This is an optimization exercise on Yosys and OpenROAD, whose aim is small area, a short achievable clock period and few clock cycles, not a production implementation.
Where RTL was checked, it was by simulation tests only, not by an equivalence proof against the original.
Power is estimated from default activity; no workload was simulated.

amber:
==> flow/design.v <==
`timescale 1ns/1ps
module divider #(
    parameter XLEN_WIDTH = 32
)(
    input                   clk_i,
    input                   rst_i,
    input                   stall_i,
    input  logic [XLEN_WIDTH-1:0]      a_i,
    input  logic [XLEN_WIDTH-1:0]      b_i,
    input  logic            req_i,
    input  logic            kill_i,
    input  logic [ 1 : 0]   operation_sel_i,
    output logic [XLEN_WIDTH-1:0]      div_result_o,
    output logic            ready_o,
    output logic            result_valid_o
);
function automatic [5:0] clz32(input [31:0] x);
    reg [15:0] z1, c1;
    reg [7:0]  z2; reg [1:0] c2 [0:7];
    reg [3:0]  z3; reg [2:0] c3 [0:3];
    reg [1:0]  z4; reg [3:0] c4 [0:1];
    reg [4:0]  c5;
    integer i;
    begin
        for (i = 0; i < 16; i = i + 1) begin
            z1[i] = ~(x[2*i+1] | x[2*i]);
            c1[i] = ~x[2*i+1];
        end
        for (i = 0; i < 8; i = i + 1) begin
            z2[i] = z1[2*i+1] & z1[2*i];
            c2[i] = z1[2*i+1] ? {1'b1, c1[2*i]} : {1'b0, c1[2*i+1]};
        end
        for (i = 0; i < 4; i = i + 1) begin
            z3[i] = z2[2*i+1] & z2[2*i];
            c3[i] = z2[2*i+1] ? {1'b1, c2[2*i]} : {1'b0, c2[2*i+1]};
        end
        for (i = 0; i < 2; i = i + 1) begin
            z4[i] = z3[2*i+1] & z3[2*i];
            c4[i] = z3[2*i+1] ? {1'b1, c3[2*i]} : {1'b0, c3[2*i+1]};
        end
        c5 = z4[1] ? {1'b1, c4[0]} : {1'b0, c4[1]};
        clz32 = (z4[1] & z4[0]) ? 6'd32 : {1'b0, c5};
    end
endfunction
wire is_div    = ~operation_sel_i[1];
wire is_signed = ~operation_sel_i[0];
wire a_neg     = is_signed & a_i[31];
wire b_neg     = is_signed & b_i[31];
wire b_zero    = (b_i == 32'b0);
wire [31:0] abs_a = a_neg ? -a_i : a_i;
wire [31:0] ones_b = b_i ^ {32{b_neg}};
wire res_neg   = is_div ? (a_neg ^ b_neg) : a_neg;
wire a_pow2 = &(~a_i[30:0] | a_i[31:1]);
wire b_pow2 = &(~b_i[30:0] | b_i[31:1]);
wire [5:0] lz_a = clz32(a_i ^ {32{a_i[31]}});
wire [5:0] lz_b = clz32(b_i ^ {32{b_i[31]}});
wire [5:0] clz_a = (a_i[31] & ~is_signed) ? 6'd0 : lz_a;
wire [5:0] clz_b = (b_i[31] & ~is_signed) ? 6'd0 : lz_b;
wire pow2_a = a_neg & a_pow2;
wire pow2_b = b_neg & b_pow2;
wire signed [6:0] d = {1'b0, clz_b} - {1'b0, clz_a};
wire shorter = (pow2_a == pow2_b) ? (d < 0) : pow2_b ? (d <= 0) : (d < -1);
wire near    = (pow2_a == pow2_b) ? (d <= 1) : pow2_b ? (d <= 2) : (d <= 0);
localparam S_IDLE  = 2'd0,
           S_SETUP = 2'd1,
           S_CALC  = 2'd2,
           S_FIX   = 2'd3;
reg [1:0] S;
reg [31:0] R;        
reg [31:0] D;        
reg [3:0]  cnt;      
reg        dn;       
reg [5:0]  lzr_a, lzr_b;   
reg        p2r_a, p2r_b;   
wire [5:0] shamt = lzr_b - lzr_a + {5'b0, p2r_a} - {5'b0, p2r_b};
wire cin = ~dn;
wire [34:0] t1w = {2'b0, R, 1'b1} + {~{2'b0, D}, cin};
wire [34:0] t2w = {2'b0, R, 1'b1} + {~{1'b0, D, dn}, cin};
wire [33:0] t1 = t1w[34:1];
wire [33:0] t2 = t2w[34:1];
wire [34:0] cx = {3'b0, R};
wire [34:0] cy = ~{3'b0, D};
wire [34:0] cz = ~{2'b0, D, dn};
wire [34:0] cs = cx ^ cy ^ cz;
wire [34:0] cc = (cx & cy) | (cx & cz) | (cy & cz);
wire [35:0] t3w = {cs, 1'b1} + {cc[33:0], cin, cin};
wire [34:0] t3 = t3w[35:1];
wire ge1 = ~t1[33];
wire ge2 = ~t2[33];
wire ge3 = ~t3[34];
wire [1:0] qd = {ge2, ge3 | (ge1 & ~ge2)};
wire [31:0] R_nx = ge3 ? t3[31:0] : ge2 ? t2[31:0] : ge1 ? t1[31:0] : R;
wire last        = (cnt == 4'd0);
wire start   = (S == S_IDLE) & req_i;
wire quick   = b_zero | shorter;
wire [31:0] direct = is_div ? {32{b_zero}} : a_i;
wire done_calc  = (S == S_CALC) & last & ~res_neg;
wire done_fix   = (S == S_FIX);
wire finish     = (start & quick) | done_calc | done_fix;
always_ff @(posedge clk_i) begin
    if (rst_i)
        S <= S_IDLE;
    else if (kill_i)
        S <= S_IDLE;
    else case (S)
        S_IDLE:  S <= (req_i & ~quick) ? (near ? S_CALC : S_SETUP) : S_IDLE;
        S_SETUP: S <= S_CALC;
        S_CALC:  S <= last ? (res_neg ? S_FIX : S_IDLE) : S_CALC;
        default: S <= S_IDLE;
    endcase
end
always_ff @(posedge clk_i) begin
    case (S)
        S_IDLE:  begin R <= abs_a; D <= ones_b; cnt <= 4'd0; end
        S_SETUP: begin R <= abs_a; D <= (D << {shamt[4:1], 1'b0}) | ({32{dn}} & ~(32'hffffffff << {shamt[4:1], 1'b0})); cnt <= shamt[4:1]; end
        default: begin R <= R_nx;  D <= D >> 2; cnt <= cnt - 4'd1; end
    endcase
end
always_ff @(posedge clk_i) begin
    dn    <= b_neg;
    lzr_a <= clz_a;
    lzr_b <= clz_b;
    p2r_a <= pow2_a;
    p2r_b <= pow2_b;
end
always_ff @(posedge clk_i) begin
    if (start)
        div_result_o <= direct;
    else if (S == S_CALC)
        div_result_o <= (last & ~is_div) ? R_nx : {div_result_o[29:0], qd};
    else if (S == S_FIX)
        div_result_o <= -div_result_o;
end
always_ff @(posedge clk_i) begin
    if (rst_i) begin
        ready_o        <= 1'b1;
        result_valid_o <= 1'b0;
    end else begin
        ready_o        <= kill_i | ((S == S_IDLE) & ~req_i) | finish;
        result_valid_o <= ~kill_i & (finish | (stall_i & result_valid_o));
    end
end
endmodule
clock: 5.5 ns
lec_check: 0
cap_margin: 20
core_margin: 2
core_utilization: 45
place_density: 0.6
setup_slack_margin: 1.0
slew_margin: 20
standard.sh (not shown) runs the stock make flow with config.mk's settings and CLKGATE_MAP_FILE= SYNTH_SCRIPT=/design/flow/synth_recipe.tcl, a recipe that flattens the netlist after the stock synthesis.
==> flow/flow/run.sh <==
#!/bin/bash
# Standard layout, with the port buffers made from plain buffers rather than
# the delay cells buffer_ports picks by default.
set -e
cp standard.sh standard_sh.log
export BUFFER_PORTS_ARGS="-buffer_cell sky130_fd_sc_hd__buf_2"
bash standard.sh > standard.log 2>&1
Testbench counts of amber, summed over its fixed seeds: cycles 64,645.
Changes in willow relative to amber:
diff --git a/flow/design.v b/flow/design.v
--- a/flow/design.v
+++ b/flow/design.v
@@ -50,31 +50,24 @@
 wire [31:0] abs_a = a_neg ? -a_i : a_i;
 wire [31:0] ones_b = b_i ^ {32{b_neg}};
 wire res_neg   = is_div ? (a_neg ^ b_neg) : a_neg;
 wire a_pow2 = &(~a_i[30:0] | a_i[31:1]);
 wire b_pow2 = &(~b_i[30:0] | b_i[31:1]);
-wire [5:0] lz_a = clz32(a_i ^ {32{a_i[31]}});
-wire [5:0] lz_b = clz32(b_i ^ {32{b_i[31]}});
+wire [5:0] lz_a = clz32(a_i ^ {32{a_i[31]}}) - {5'b0, a_i[31] & a_pow2};
+wire [5:0] lz_b = clz32(b_i ^ {32{b_i[31]}}) - {5'b0, b_i[31] & b_pow2};
 wire [5:0] clz_a = (a_i[31] & ~is_signed) ? 6'd0 : lz_a;
 wire [5:0] clz_b = (b_i[31] & ~is_signed) ? 6'd0 : lz_b;
-wire pow2_a = a_neg & a_pow2;
-wire pow2_b = b_neg & b_pow2;
-wire signed [6:0] d = {1'b0, clz_b} - {1'b0, clz_a};
-wire shorter = (pow2_a == pow2_b) ? (d < 0) : pow2_b ? (d <= 0) : (d < -1);
-wire near    = (pow2_a == pow2_b) ? (d <= 1) : pow2_b ? (d <= 2) : (d <= 0);
+wire [6:0] shamt = {1'b0, clz_b} - {1'b0, clz_a};
 localparam S_IDLE  = 2'd0,
            S_SETUP = 2'd1,
            S_CALC  = 2'd2,
            S_FIX   = 2'd3;
 reg [1:0] S;
 reg [31:0] R;        
 reg [31:0] D;        
+reg        dn;       
 reg [3:0]  cnt;      
-reg        dn;       
-reg [5:0]  lzr_a, lzr_b;   
-reg        p2r_a, p2r_b;   
-wire [5:0] shamt = lzr_b - lzr_a + {5'b0, p2r_a} - {5'b0, p2r_b};
 wire cin = ~dn;
 wire [34:0] t1w = {2'b0, R, 1'b1} + {~{2'b0, D}, cin};
 wire [34:0] t2w = {2'b0, R, 1'b1} + {~{1'b0, D, dn}, cin};
 wire [33:0] t1 = t1w[34:1];
 wire [33:0] t2 = t2w[34:1];
@@ -90,11 +83,12 @@
 wire ge3 = ~t3[34];
 wire [1:0] qd = {ge2, ge3 | (ge1 & ~ge2)};
 wire [31:0] R_nx = ge3 ? t3[31:0] : ge2 ? t2[31:0] : ge1 ? t1[31:0] : R;
 wire last        = (cnt == 4'd0);
 wire start   = (S == S_IDLE) & req_i;
-wire quick   = b_zero | shorter;
+wire quick   = b_zero | shamt[6];
+wire near    = (shamt[5:1] == 5'd0);
 wire [31:0] direct = is_div ? {32{b_zero}} : a_i;
 wire done_calc  = (S == S_CALC) & last & ~res_neg;
 wire done_fix   = (S == S_FIX);
 wire finish     = (start & quick) | done_calc | done_fix;
 always_ff @(posedge clk_i) begin
@@ -109,22 +103,17 @@
         default: S <= S_IDLE;
     endcase
 end
 always_ff @(posedge clk_i) begin
     case (S)
-        S_IDLE:  begin R <= abs_a; D <= ones_b; cnt <= 4'd0; end
-        S_SETUP: begin R <= abs_a; D <= (D << {shamt[4:1], 1'b0}) | ({32{dn}} & ~(32'hffffffff << {shamt[4:1], 1'b0})); cnt <= shamt[4:1]; end
+        S_IDLE:  begin R <= abs_a; D <= ones_b; cnt <= shamt[4:1]; end
+        S_SETUP: begin R <= abs_a; D <= (D << {cnt, 1'b0}) | ({32{dn}} & ~(32'hffffffff << {cnt, 1'b0})); cnt <= shamt[4:1]; end
         default: begin R <= R_nx;  D <= D >> 2; cnt <= cnt - 4'd1; end
     endcase
 end
-always_ff @(posedge clk_i) begin
-    dn    <= b_neg;
-    lzr_a <= clz_a;
-    lzr_b <= clz_b;
-    p2r_a <= pow2_a;
-    p2r_b <= pow2_b;
-end
+always_ff @(posedge clk_i)
+    dn <= b_neg;
 always_ff @(posedge clk_i) begin
     if (start)
         div_result_o <= direct;
     else if (S == S_CALC)
         div_result_o <= (last & ~is_div) ? R_nx : {div_result_o[29:0], qd};
## What came out
- Layout overhead on the synthesized area in willow vs amber: down 3.6 points
- Between amber and willow, cell count decreased.
- On number of global-route vias before repair, the higher figure sits with amber, not willow.
- Compared with amber, willow shows a clock buffer count that is 8 lower.
- When willow is set beside amber, its non-clock buffer count turns out to be about 5.4% smaller.
- The run showing the smaller number of gates resized after CTS is willow.
- amber -> willow: core box area decreased slightly
- Diff amber -> willow: clock power share down 4.3 points; fraction of final layout cells sized beyond drive strength 1 lower.
- Adder and majority cell fraction of the synthesized area: willow lower than amber
- The worst setup slack of willow was inferior to that of amber.
Only the layout flow was run in willow; the RTL was not checked for function there.

// divider: RTL as listed in full above, without the edits since
Settings: LEC_CHECK=0, CAP_MARGIN=20, CORE_MARGIN=2, CORE_UTILIZATION=45, PLACE_DENSITY=0.6, SETUP_SLACK_MARGIN=1.0, SLEW_MARGIN=20; clock period 5.5 ns.
run.sh (not shown) runs the stock make flow with config.mk's settings and CLKGATE_MAP_FILE= SYNTH_SCRIPT=/design/flow/synth_recipe.tcl, a recipe that flattens the netlist after the stock synthesis.
Stock flow here: none of the scripts above is used.
Testbench counts at the start, summed over its fixed seeds: cycles 64,645.
==> next run, changes <==
--- a/flow/design.v
+++ b/flow/design.v
@@ -47,51 +47,31 @@
 wire a_neg     = is_signed & a_i[31];
 wire b_neg     = is_signed & b_i[31];
 wire b_zero    = (b_i == 32'b0);
 wire [31:0] abs_a = a_neg ? -a_i : a_i;
-wire [31:0] ones_b = b_i ^ {32{b_neg}};
+wire [31:0] abs_b = b_neg ? -b_i : b_i;
 wire res_neg   = is_div ? (a_neg ^ b_neg) : a_neg;
 wire a_pow2 = &(~a_i[30:0] | a_i[31:1]);
 wire b_pow2 = &(~b_i[30:0] | b_i[31:1]);
 wire [5:0] lz_a = clz32(a_i ^ {32{a_i[31]}});
 wire [5:0] lz_b = clz32(b_i ^ {32{b_i[31]}});
-wire [5:0] clz_a = (a_i[31] & ~is_signed) ? 6'd0 : lz_a;
-wire [5:0] clz_b = (b_i[31] & ~is_signed) ? 6'd0 : lz_b;
-wire pow2_a = a_neg & a_pow2;
-wire pow2_b = b_neg & b_pow2;
-wire signed [6:0] d = {1'b0, clz_b} - {1'b0, clz_a};
-wire shorter = (pow2_a == pow2_b) ? (d < 0) : pow2_b ? (d <= 0) : (d < -1);
-wire near    = (pow2_a == pow2_b) ? (d <= 1) : pow2_b ? (d <= 2) : (d <= 0);
+wire [5:0] clz_a = (a_i[31] & ~is_signed) ? 6'd0 : lz_a - {5'b0, a_neg & a_pow2};
+wire [5:0] clz_b = (b_i[31] & ~is_signed) ? 6'd0 : lz_b - {5'b0, b_neg & b_pow2};
+wire shorter = clz_a > clz_b;
 localparam S_IDLE  = 2'd0,
            S_SETUP = 2'd1,
            S_CALC  = 2'd2,
            S_FIX   = 2'd3;
 reg [1:0] S;
 reg [31:0] R;        
 reg [31:0] D;        
-reg [3:0]  cnt;      
-reg        dn;       
+reg [4:0]  cnt;      
 reg [5:0]  lzr_a, lzr_b;   
-reg        p2r_a, p2r_b;   
-wire [5:0] shamt = lzr_b - lzr_a + {5'b0, p2r_a} - {5'b0, p2r_b};
-wire cin = ~dn;
-wire [34:0] t1w = {2'b0, R, 1'b1} + {~{2'b0, D}, cin};
-wire [34:0] t2w = {2'b0, R, 1'b1} + {~{1'b0, D, dn}, cin};
-wire [33:0] t1 = t1w[34:1];
-wire [33:0] t2 = t2w[34:1];
-wire [34:0] cx = {3'b0, R};
-wire [34:0] cy = ~{3'b0, D};
-wire [34:0] cz = ~{2'b0, D, dn};
-wire [34:0] cs = cx ^ cy ^ cz;
-wire [34:0] cc = (cx & cy) | (cx & cz) | (cy & cz);
-wire [35:0] t3w = {cs, 1'b1} + {cc[33:0], cin, cin};
-wire [34:0] t3 = t3w[35:1];
-wire ge1 = ~t1[33];
-wire ge2 = ~t2[33];
-wire ge3 = ~t3[34];
-wire [1:0] qd = {ge2, ge3 | (ge1 & ~ge2)};
-wire [31:0] R_nx = ge3 ? t3[31:0] : ge2 ? t2[31:0] : ge1 ? t1[31:0] : R;
-wire last        = (cnt == 4'd0);
+wire [5:0] shamt = lzr_b - lzr_a;
+wire [32:0] diff = {1'b0, R} - {1'b0, D};
+wire qb          = ~diff[32];
+wire [31:0] R_nx = qb ? diff[31:0] : R;
+wire last        = (cnt == 5'd0);
 wire start   = (S == S_IDLE) & req_i;
 wire quick   = b_zero | shorter;
 wire [31:0] direct = is_div ? {32{b_zero}} : a_i;
 wire done_calc  = (S == S_CALC) & last & ~res_neg;
@@ -102,33 +82,30 @@
         S <= S_IDLE;
     else if (kill_i)
         S <= S_IDLE;
     else case (S)
-        S_IDLE:  S <= (req_i & ~quick) ? (near ? S_CALC : S_SETUP) : S_IDLE;
+        S_IDLE:  S <= (req_i & ~quick) ? S_SETUP : S_IDLE;
         S_SETUP: S <= S_CALC;
         S_CALC:  S <= last ? (res_neg ? S_FIX : S_IDLE) : S_CALC;
         default: S <= S_IDLE;
     endcase
 end
 always_ff @(posedge clk_i) begin
     case (S)
-        S_IDLE:  begin R <= abs_a; D <= ones_b; cnt <= 4'd0; end
-        S_SETUP: begin R <= abs_a; D <= (D << {shamt[4:1], 1'b0}) | ({32{dn}} & ~(32'hffffffff << {shamt[4:1], 1'b0})); cnt <= shamt[4:1]; end
-        default: begin R <= R_nx;  D <= D >> 2; cnt <= cnt - 4'd1; end
+        S_IDLE:  begin R <= abs_a; D <= abs_b; cnt <= shamt[4:0]; end
+        S_SETUP: begin R <= abs_a; D <= D << shamt[4:0]; cnt <= shamt[4:0]; end
+        default: begin R <= R_nx;  D <= D >> 1; cnt <= cnt - 5'd1; end
     endcase
 end
 always_ff @(posedge clk_i) begin
-    dn    <= b_neg;
     lzr_a <= clz_a;
     lzr_b <= clz_b;
-    p2r_a <= pow2_a;
-    p2r_b <= pow2_b;
 end
 always_ff @(posedge clk_i) begin
     if (start)
         div_result_o <= direct;
     else if (S == S_CALC)
-        div_result_o <= (last & ~is_div) ? R_nx : {div_result_o[29:0], qd};
+        div_result_o <= (last & ~is_div) ? R_nx : {div_result_o[30:0], qb};
     else if (S == S_FIX)
         div_result_o <= -div_result_o;
 end
 always_ff @(posedge clk_i) begin
=>
- fmax rises by a few percent
- via count fell by a quarter to a third
- sequential power decreases by roughly a tenth
- cell area went down by a quarter to a third
- clock skew went down by 0.0092 ns
- wire length goes down by a quarter to a third
- combinational power went down by well over a third
- synthesized cell count goes down by a quarter to a third
For the second run of this note, only the layout was checked, not whether the RTL still works.

port drivers added, routing unchanged:
How much do the figures lean on ideal ports? The routed layouts below were timed once more, with nothing changed but the port constraints. Step 1, drivers: a clkbuf_16 drives clk_i and a buf_2 each remaining input, both assumed. Step 2 also shifts input and output timing later by t, the mid clock arrival at the registers, as if the neighbouring blocks saw the same clock. a / b / c = ideal / step 1 / step 2; a / b = the first two.
| run | t, ns | setup slack, ns | hold slack, ns | worst slew at a driven data input, ns | pins driven straight from the clock port |
|---|---|---|---|---|---|
| amber | 0.492 | 1.058 / 1.069 / 0.576 | 0.507 / 0.507 / 0.507 | 0.07 | 1 |
| willow | 0.405 | 0.814 / 0.819 / 0.414 | 0.494 / 0.494 / 0.494 | 0.06 | 1 |
| the first run of note 2 | 0.480 | 0.850 / 0.863 / 0.383 | 0.484 / 0.484 / 0.484 | 0.04 | 1 |
| the second run of note 2 | 0.470 | 1.092 / 1.119 / 0.650 | 0.483 / 0.483 / 0.483 | 0.06 | 1 |
After both steps setup and hold are still met in every run listed. For amber, which loses most, drivers alone change the setup slack by +0.011 ns; drivers and shift together by -0.482 ns.
